What follows belongs to an exercise in optimizing a design on an open flow for small area; a production flow would make more cautious choices.
Where RTL was checked, it was by simulation tests only, not by an equivalence proof against the original.

==> inputs of exp/xenon <==
==> flow/design.v (excerpt) <==
module tero_top (CLK, RST, MODE, SW, LED, TXD,
                 TERO_COUNT, TERO_OEFF, TERO_CTR, TERO_PRE, RO_SEL);
    input        CLK, RST;
    input  [1:0] MODE;
    input  [3:0] SW;
    output [7:0] LED;
    output       TXD;
    input  [8:0] TERO_COUNT;
    input        TERO_OEFF;
    output       TERO_CTR, TERO_PRE;
    output [19:0] RO_SEL;
    localparam STATE_MODE   = 3'd0;
    localparam STATE_WAIT   = 3'd1;
    localparam STATE_START  = 3'd2;
    localparam STATE_OSC    = 3'd3;
    localparam STATE_DRAIN  = 3'd4;
    localparam STATE_NEXT   = 3'd5;
    localparam STATE_FINI   = 3'd6;
    function [27:0] inc;             
        input [27:0] a;
        input        e;
        integer      j;
        reg          k;
        begin
            k = e;
            for (j = 0; j < 28; j = j + 1) begin
                inc[j] = a[j] ^ k;
                k      = k & a[j];
            end
        end
    endfunction
    function [27:0] add;             
        input [27:0] a, b;
        integer      j;
        reg          k;
        begin
            k = 1'b0;
            for (j = 0; j < 28; j = j + 1) begin
                add[j] = a[j] ^ b[j] ^ k;
                k      = (a[j] & b[j]) | (k & (a[j] ^ b[j]));
            end
        end
    endfunction
    function [27:0] updn;            
        input [27:0] a;
        input        u, d;
        integer      j;
        reg          k;
        begin
            k = u ^ d;
            for (j = 0; j < 28; j = j + 1) begin
                updn[j] = a[j] ^ k;
                k       = k & ~(a[j] ^ u);
  ...
Settings: LEC_CHECK=0, ABC_AREA=1, CAP_MARGIN=20, CORE_MARGIN=2, CORE_UTILIZATION=40, CTS_BUF_LIST=sky130_fd_sc_hd__clkbuf_8, CTS_CLUSTER_DIAMETER=50, CTS_CLUSTER_SIZE=15, SLEW_MARGIN=20; clock period 10.0 ns.
run.sh (not shown) runs the stock make flow with config.mk's settings and CLKGATE_MAP_FILE= SYNTH_SCRIPT=/design/flow/synth_recipe.tcl, a recipe that flattens the netlist after the stock synthesis.
==> exp/garnet (differences from exp/xenon) <==
--- a/flow/design.v
+++ b/flow/design.v
@@ -199,15 +199,14 @@
             din <= (TERO_COUNT[8]) ? 8'hff : TERO_COUNT[7:0];
         oe  <= ctr & (coe[1:0] == 2'd3) & (TERO_OEFF | (coe[7:6] == 2'd3 & coe[2]));
         coe <= (ctr) ? inc(coe, 1'b1) : 8'd0;
     end
     reg         sat;
     reg  [19:0] sum;
     reg  [27:0] ssum;
-    reg   [6:0] pk;
     reg   [2:0] pkc;
     wire        skip = (din == 8'hff);
     wire [15:0] sq_d = {1'b0, din[7], 1'b0, din[6], 1'b0, din[5], 1'b0, din[4],
                         1'b0, din[3], 1'b0, din[2], 1'b0, din[1], 1'b0, din[0]};
     wire [15:0] sq_0 = {7'b0, (din[0]) ? din[7:1] : 7'b0,  2'b0};
     wire [15:0] sq_1 = {6'b0, (din[1]) ? din[7:2] : 6'b0,  4'b0};
     wire [15:0] sq_2 = {5'b0, (din[2]) ? din[7:3] : 5'b0,  6'b0};
@@ -225,28 +224,30 @@
         sat  <= (sat & ~(oe & first)) | (en_sum & skip);
     end
     always @(posedge CLK) begin
         if (RST)
             pkc <= 3'd0;
         else
             pkc <= inc(pkc, oe & ~skip);
-        if (oe & ~skip)
-            pk  <= {pk[5:0], din[0]};
     end
     reg   [3:0] vc;          
     reg   [7:0] hold;
     reg   [5:0] fcnt;        
     reg         busy;
     reg   [5:0] wc;
     reg   [3:0] bc;
     wire        ready  = (vc == 4'd0);
     wire        full   = fcnt[5];
     wire        empty  = (fcnt == 6'd0);
     wire        wv     = ~ready & ~full;
     wire        rv     = ~empty & ~busy;
+    reg         q;
+    wire        m11    = m0 & m1;
+    wire        pk_sh  = m11 & oe & ~q & (~skip | (pkc == 3'd7));
+    wire        pk_q   = m11 & oe & q;
     wire        uwe    = (~m0) ? ((in_next) ? ready : last_e) :
                          (m1)  ? (pkc == 3'd7 && oe) : oe;
     always @(posedge CLK) begin
         if (RST) begin
             vc   <= 4'd0;
             fcnt <= 6'd0;
         end else begin
@@ -254,16 +255,24 @@
                 if (uwe)
                     vc <= (m0) ? 4'd1 : 4'd8;
             end else begin
                 vc <= updn(vc, 1'b0, ~full);
             end
             fcnt <= updn(fcnt, wv, rv);
         end
-        if (ready & uwe)
-            hold <= (~m0) ? ssum[7:0] : (m1) ? {pk, din[0]} : din;
+        if (ready & uwe & ~m11)
+            hold <= (~m0) ? ssum[7:0] : din;
+        else if (pk_sh)
+            hold <= {hold[6:0], din[0]};
+        else if (pk_q)
+            hold[0] <= din[0];
+        if (RST)
+            q <= 1'b0;
+        else if (m11 & oe)
+            q <= skip & (pkc == 3'd7);
     end
     function [7:0] px;
         input [3:0] hex;
         px = (hex >= 4'd10) ? {5'b01100, hex[2:0] - 3'd1} : {4'h3, hex};
     endfunction
     reg   [3:0] nib;
     always @(*) begin
==> flow/flow/run.sh (new file) <==
#!/bin/bash
# Own layout flow: the standard layout (standard.sh, unchanged synthesis,
# floorplan, power grid, placement, routing), with two settings changed:
#  - ports are buffered with the smallest buffer (buf_1) instead of the
#    default pick, and
#  - clock tree synthesis uses clkbuf_8 leaf clusters without dummy loads.
set -euo pipefail
export BUFFER_PORTS_ARGS="-buffer_cell sky130_fd_sc_hd__buf_1"
export CTS_ARGS="-sink_clustering_enable -repair_clock_nets -buf_list sky130_fd_sc_hd__clkbuf_8 -sink_clustering_size 18 -sink_clustering_max_diameter 60 -dont_use_dummy_load"
bash standard.sh finish > standard_flow.log 2>&1
==> flow/standard.sh (new file) <==
#!/bin/bash
# synth_recipe.tcl (not shown) runs the flow's synth.tcl, then flattens the netlist and writes it again
# the make line also repeats each setting of config.mk as NAME=value (left out here)
make -C /OpenROAD-flow-scripts/flow DESIGN_CONFIG=/design/flow/config.mk WORK_HOME=/design/flow/orfs CLKGATE_MAP_FILE= SYNTH_SCRIPT=/design/flow/synth_recipe.tcl "${@:-finish}"
Settings changed: CORE_UTILIZATION 40 to 70, CTS_BUF_LIST sky130_fd_sc_hd__clkbuf_8 to not set, CTS_CLUSTER_DIAMETER 50 to not set, CTS_CLUSTER_SIZE 15 to not set.
removed: flow/run.sh
==> exp/violet (differences from exp/xenon) <==
--- a/flow/design.v
+++ b/flow/design.v
@@ -172,25 +172,15 @@
     reg   [2:0] state;
     reg  [19:0] cnt;
     reg   [2:0] sel_cnt;
     reg  [19:0] ro_sel;
     wire        ctr     = (state == STATE_OSC);
     wire        in_next = (state == STATE_NEXT);
     wire        first   = (cnt[11:0] == 12'h000);
-    wire        cnt_en  = (state == STATE_WAIT) | (ctr & oe);
-    wire [20:0] ck;
-    assign ck[0] = cnt_en;
-    genvar g;
-    generate
-        for (g = 0; g < 20; g = g + 1) begin : cnt_carry
-            assign ck[g+1] = ck[g] & cnt[g];
-        end
-    endgenerate
-    wire        last_e  = ck[12];    
-    wire        all1_e  = ck[20];
+    wire        last    = (cnt[11:0] == 12'hfff);
     reg         ctr_buf;
     reg   [7:0] din;
     reg         oe;
     reg   [7:0] coe;
     assign TERO_CTR = ctr_buf;
     assign TERO_PRE = (coe[1:0] == 2'b00);
     always @(posedge CLK) begin
@@ -211,15 +201,15 @@
     wire [15:0] sq_0 = {7'b0, (din[0]) ? din[7:1] : 7'b0,  2'b0};
     wire [15:0] sq_1 = {6'b0, (din[1]) ? din[7:2] : 6'b0,  4'b0};
     wire [15:0] sq_2 = {5'b0, (din[2]) ? din[7:3] : 5'b0,  6'b0};
     wire [15:0] sq_3 = {4'b0, (din[3]) ? din[7:4] : 4'b0,  8'b0};
     wire [15:0] sq_4 = {3'b0, (din[4]) ? din[7:5] : 3'b0, 10'b0};
     wire [15:0] sq_5 = {2'b0, (din[5]) ? din[7:6] : 2'b0, 12'b0};
     wire [15:0] sq_6 = {1'b0, (din[6]) ? din[7:7] : 1'b0, 14'b0};
-    wire        en_sum = oe & ~last_e;
+    wire        en_sum = oe & ~last;
     wire        oe_d   = ctr_buf & ~ctr;     
     wire [27:0] ssum_n;
     sqacc SQ (.a(ssum & {28{~(oe & first)}}), .x(din), .pa(oe), .pb(oe_d), .y(ssum_n));
     always @(posedge CLK) begin
         ssum <= ssum_n;
         sum  <= add(sum & {20{~(oe & first)}}, din & {8{en_sum}});
         sat  <= (sat & ~(oe & first)) | (en_sum & skip);
@@ -239,15 +229,15 @@
     reg   [5:0] wc;
     reg   [3:0] bc;
     wire        ready  = (vc == 4'd0);
     wire        full   = fcnt[5];
     wire        empty  = (fcnt == 6'd0);
     wire        wv     = ~ready & ~full;
     wire        rv     = ~empty & ~busy;
-    wire        uwe    = (~m0) ? ((in_next) ? ready : last_e) :
+    wire        uwe    = (~m0) ? ((in_next) ? ready : (last & oe)) :
                          (m1)  ? (pkc == 3'd7 && oe) : oe;
     always @(posedge CLK) begin
         if (RST) begin
             vc   <= 4'd0;
             fcnt <= 6'd0;
         end else begin
             if (ready) begin
@@ -289,27 +279,27 @@
     reg   [7:0] st [0:N-1];
     reg [N-1:0] e;           
     reg [N-1:0] fr;          
     wire        w32  = (wc == 6'd32);
     wire        done = busy & w32 & (bc == 4'd9);
     integer     i;
     always @(*) begin
-        fr[0] = e[0] | done | (empty & ~busy);    
+        fr[0] = e[0] | done;
         for (i = 1; i < N; i = i + 1)
             fr[i] = e[i] | fr[i-1];
     end
     always @(posedge CLK) begin
         for (i = 0; i < N-1; i = i + 1)
             if (fr[i])
                 st[i] <= st[i+1];
         if (fr[N-1])
             st[N-1] <= wdata;
         for (i = 0; i < N-1; i = i + 1)
-            e[i] <= e[i+1] & fr[i];
-        e[N-1] <= ~wv & fr[N-1];
+            e[i] <= RST | (e[i+1] & fr[i]);
+        e[N-1] <= RST | (~wv & fr[N-1]);
     end
     always @(posedge CLK) begin
         wc <= (busy & ~w32) ? inc(wc, 1'b1) : 6'd0;
         if (RST | done)
             bc <= 4'd0;
         else
             bc <= inc(bc, busy & w32);
@@ -342,25 +332,19 @@
     assign LED[5]    = (sel_cnt == 3'd1);
     assign LED[4]    = (sel_cnt == 3'd0);
     assign LED[3:0]  = (sel_cnt == 3'd0) ? ro_sel[ 3: 0] :
                        (sel_cnt == 3'd1) ? ro_sel[ 7: 4] :
                        (sel_cnt == 3'd2) ? ro_sel[11: 8] :
                        (sel_cnt == 3'd3) ? ro_sel[15:12] : ro_sel[19:16];
     assign RO_SEL    = ro_sel;
-    wire        ld     = (state == STATE_WAIT) & all1_e & MODE[0] & ~mode_d;
-    wire [20:0] rk;
-    assign rk[0] = in_next & ready;
-    generate
-        for (g = 0; g < 20; g = g + 1) begin : ro_carry
-            assign rk[g+1] = rk[g] & ro_sel[g];
-        end
-    endgenerate
-    wire [19:0] ro_inc = ro_sel ^ rk[19:0];
+    wire        cnt_en = (state == STATE_WAIT) | (ctr & oe);
+    wire        ld     = (state == STATE_WAIT) & (cnt == 20'hfffff) & MODE[0] & ~mode_d;
+    wire [19:0] ro_inc = inc(ro_sel, in_next & ready);
     always @(posedge CLK) begin
-        cnt <= (RST) ? 20'h00000 : cnt ^ ck[19:0];
+        cnt <= (RST) ? 20'h00000 : inc(cnt, cnt_en);
         if (RST)
             ro_sel <= 20'h00000;
         else begin
             ro_sel[19:16] <= (ld && sel_cnt == 3'd0) ? SW : ro_inc[19:16];
             ro_sel[15:12] <= (ld && sel_cnt == 3'd4) ? SW : ro_inc[15:12];
             ro_sel[11: 8] <= (ld && sel_cnt == 3'd3) ? SW : ro_inc[11: 8];
             ro_sel[ 7: 4] <= (ld && sel_cnt == 3'd2) ? SW : ro_inc[ 7: 4];
@@ -378,38 +362,38 @@
             if (state == STATE_MODE) begin
                 m0        <= MODE[0];
                 m1        <= MODE[1];
                 mode_d    <= MODE[0];
                 sel_cnt   <= (MODE[0]) ? 3'd0 : (MODE[1]) ? 3'd3 : 3'd4;
                 state     <= (MODE[0]) ? STATE_WAIT : STATE_START;
             end else if (state == STATE_WAIT) begin
-                if (all1_e) begin
+                if (cnt == 20'hfffff) begin
                     mode_d   <= MODE[0];
                     if (MODE[0] & ~mode_d) begin
                         sel_cnt  <= (sel_cnt != 3'd0) ? sel_cnt - 1'b1 : 3'd4;
                         state    <= (sel_cnt != 3'd1) ? STATE_WAIT     : STATE_START;
                     end
                 end
             end else if (state == STATE_START) begin
                 state    <= STATE_OSC;
             end else if (state == STATE_OSC) begin
                 if (oe) begin
                     state    <= (full)       ? STATE_DRAIN :
                                 (m0 == 1'b1) ? STATE_START :
-                                (last_e)     ? STATE_NEXT  : STATE_START;
-                    if (all1_e && m0 == 1'd1) begin
+                                (last)       ? STATE_NEXT  : STATE_START;
+                    if (cnt == 20'hfffff && m0 == 1'd1) begin
                         sel_cnt  <= (sel_cnt != 3'd0) ? sel_cnt - 1'b1 : 3'd4;
                     end
                 end
             end else if (state == STATE_DRAIN) begin
                 if (empty) begin
                     state    <= (m0 == 1'b1) ? STATE_START :
                                 (first)      ? STATE_NEXT  : STATE_START;
                 end
             end else if (state == STATE_NEXT) begin
                 if (ready) begin
-                    state    <= ((m1) ? rk[16] : rk[20]) ? STATE_FINI : STATE_START;
+                    state    <= (ro_sel == ((m1) ? 20'h0ffff : 20'hfffff)) ? STATE_FINI : STATE_START;
                 end
             end
         end
     end
 endmodule
==> flow/flow/run.sh (new file) <==
#!/bin/bash
# Own layout flow: the standard layout (standard.sh, unchanged synthesis,
# floorplan, power grid, placement, routing), with two settings changed:
#  - ports are buffered with the smallest buffer (buf_1) instead of the
#    default pick, and
#  - clock tree synthesis uses clkbuf_8 leaf clusters without dummy loads.
set -euo pipefail
export BUFFER_PORTS_ARGS="-buffer_cell sky130_fd_sc_hd__buf_1"
export CTS_ARGS="-sink_clustering_enable -repair_clock_nets -buf_list sky130_fd_sc_hd__clkbuf_8 -sink_clustering_size 15 -sink_clustering_max_diameter 50 -dont_use_dummy_load"
bash standard.sh finish > standard_flow.log 2>&1
==> flow/standard.sh (new file) <==
#!/bin/bash
# synth_recipe.tcl (not shown) runs the flow's synth.tcl, then flattens the netlist and writes it again
# the make line also repeats each setting of config.mk as NAME=value (left out here)
make -C /OpenROAD-flow-scripts/flow DESIGN_CONFIG=/design/flow/config.mk WORK_HOME=/design/flow/orfs CLKGATE_MAP_FILE= SYNTH_SCRIPT=/design/flow/synth_recipe.tcl "${@:-finish}"
removed: flow/run.sh
==> exp/lagoon (differences from exp/xenon) <==
==> flow/flow/run.sh (new file) <==
#!/bin/bash
# Own layout flow: the standard layout (standard.sh, unchanged synthesis,
# floorplan, power grid, placement, routing), with two settings changed:
#  - ports are buffered with the smallest buffer (buf_1) instead of the
#    default pick, and
#  - clock tree synthesis uses clkbuf_8 leaf clusters without dummy loads.
set -euo pipefail
export BUFFER_PORTS_ARGS="-buffer_cell sky130_fd_sc_hd__buf_1"
export CTS_ARGS="-sink_clustering_enable -repair_clock_nets -buf_list sky130_fd_sc_hd__clkbuf_8 -sink_clustering_size 15 -sink_clustering_max_diameter 50 -dont_use_dummy_load"
bash standard.sh finish > standard_flow.log 2>&1
==> flow/standard.sh (new file) <==
#!/bin/bash
# synth_recipe.tcl (not shown) runs the flow's synth.tcl, then flattens the netlist and writes it again
# the make line also repeats each setting of config.mk as NAME=value (left out here)
make -C /OpenROAD-flow-scripts/flow DESIGN_CONFIG=/design/flow/config.mk WORK_HOME=/design/flow/orfs CLKGATE_MAP_FILE= SYNTH_SCRIPT=/design/flow/synth_recipe.tcl "${@:-finish}"
removed: flow/run.sh
==> qor summary <==
Effective utilization at floorplan: exp/lagoon 40.6%; exp/violet 40.8%; exp/xenon 40.6%; exp/garnet 71.4%
Xor-xnor portion of the synthesized cell area: exp/lagoon 0.650%; exp/violet 0.596%; exp/xenon 0.650%; exp/garnet 0.504%
Reg-to-reg critical path startpoint: exp/lagoon oe$_DFF_P_; exp/violet oe$_DFF_P_; exp/xenon oe$_DFF_P_; exp/garnet state[0]$_SDFFE_PP0P_
Outcome: exp/lagoon complete, no violations; exp/violet complete, no violations; exp/xenon complete, no violations; exp/garnet complete, no violations
Met2 capacity usage during global routing: exp/lagoon 21.6%; exp/violet 21.6%; exp/xenon 22.1%; exp/garnet 38.5%
Startpoint of the most critical setup path: exp/lagoon oe$_DFF_P_; exp/violet oe$_DFF_P_; exp/xenon oe$_DFF_P_; exp/garnet state[0]$_SDFFE_PP0P_
Routed Wire Length: exp/lagoon 28.3 mm; exp/violet 29.4 mm; exp/xenon 29.0 mm; exp/garnet 27.8 mm
Slowest library cell on the worst path: exp/lagoon sky130_fd_sc_hd__clkinv_1; exp/violet sky130_fd_sc_hd__dfxtp_1; exp/xenon sky130_fd_sc_hd__clkinv_1; exp/garnet sky130_fd_sc_hd__fa_1
Instance area at placement: exp/lagoon 18,400 sq um; exp/violet 18,500 sq um; exp/xenon 18,700 sq um; exp/garnet 17,900 sq um
Required time of the critical path: exp/lagoon 10.41 ns; exp/violet 10.39 ns; exp/xenon 10.49 ns; exp/garnet 10.48 ns
Number of clock buffers in the layout: exp/lagoon 42; exp/violet 41; exp/xenon 45; exp/garnet 30
Largest fanout on the critical path: exp/lagoon 15; exp/violet 48; exp/xenon 15; exp/garnet 9
Global-route total usage across every layer: exp/lagoon 12.9%; exp/violet 12.9%; exp/xenon 13.2%; exp/garnet 21.8%
Non-Clock Buffer Area Fraction: exp/lagoon 1.07%; exp/violet 1.03%; exp/xenon 2.57%; exp/garnet 1.07%
Half-perimeter wire length of the detailed placement result: exp/lagoon 20.4 mm; exp/violet 21.0 mm; exp/xenon 20.8 mm; exp/garnet 20.6 mm
Share of the final layout cell area in multi-input gates: exp/lagoon 24.4%; exp/violet 24.5%; exp/xenon 23.6%; exp/garnet 25.3%
Only the layout flow was run in exp/violet; the RTL was not checked for function there.

-- static timing again, ports no longer ideal --
The flow's constraints put no driver on any port. The routed layouts listed below were extracted and timed again, unchanged, in two steps. Step 1 (the two cells are an assumption about what drives the block):
set clk [get_ports {CLK}]
set_driving_cell -lib_cell sky130_fd_sc_hd__clkbuf_16 $clk
set_driving_cell -lib_cell sky130_fd_sc_hd__buf_2 [delete_from_list [all_inputs] $clk]
Step 2 times the ports against the registers' clock, not the clock port: input delays grow and output delays shrink by t, the midpoint of the rising clock arrivals with the driver on. a / b / c = ideal ports / drivers / drivers and shift; a / b = the first two.
run | shift t [ns] | setup WS [ns] | worst setup path at the end | clock arrival spread, ns | worst slew at a driven data input, ns
exp/xenon | 0.641 | 1.696 / 1.696 / 1.696 | register to register | 0.052 / 0.052 | 0.05
exp/garnet | 0.608 | 1.781 / 1.781 / 1.781 | register to register | 0.052 / 0.052 | 0.06
exp/violet | 0.595 | 2.200 / 2.200 / 2.200 | register to register | 0.098 / 0.098 | 0.03
exp/lagoon | 0.596 | 1.696 / 1.696 / 1.696 | register to register | 0.108 / 0.108 | 0.05
After both steps every run listed still meets setup and hold.
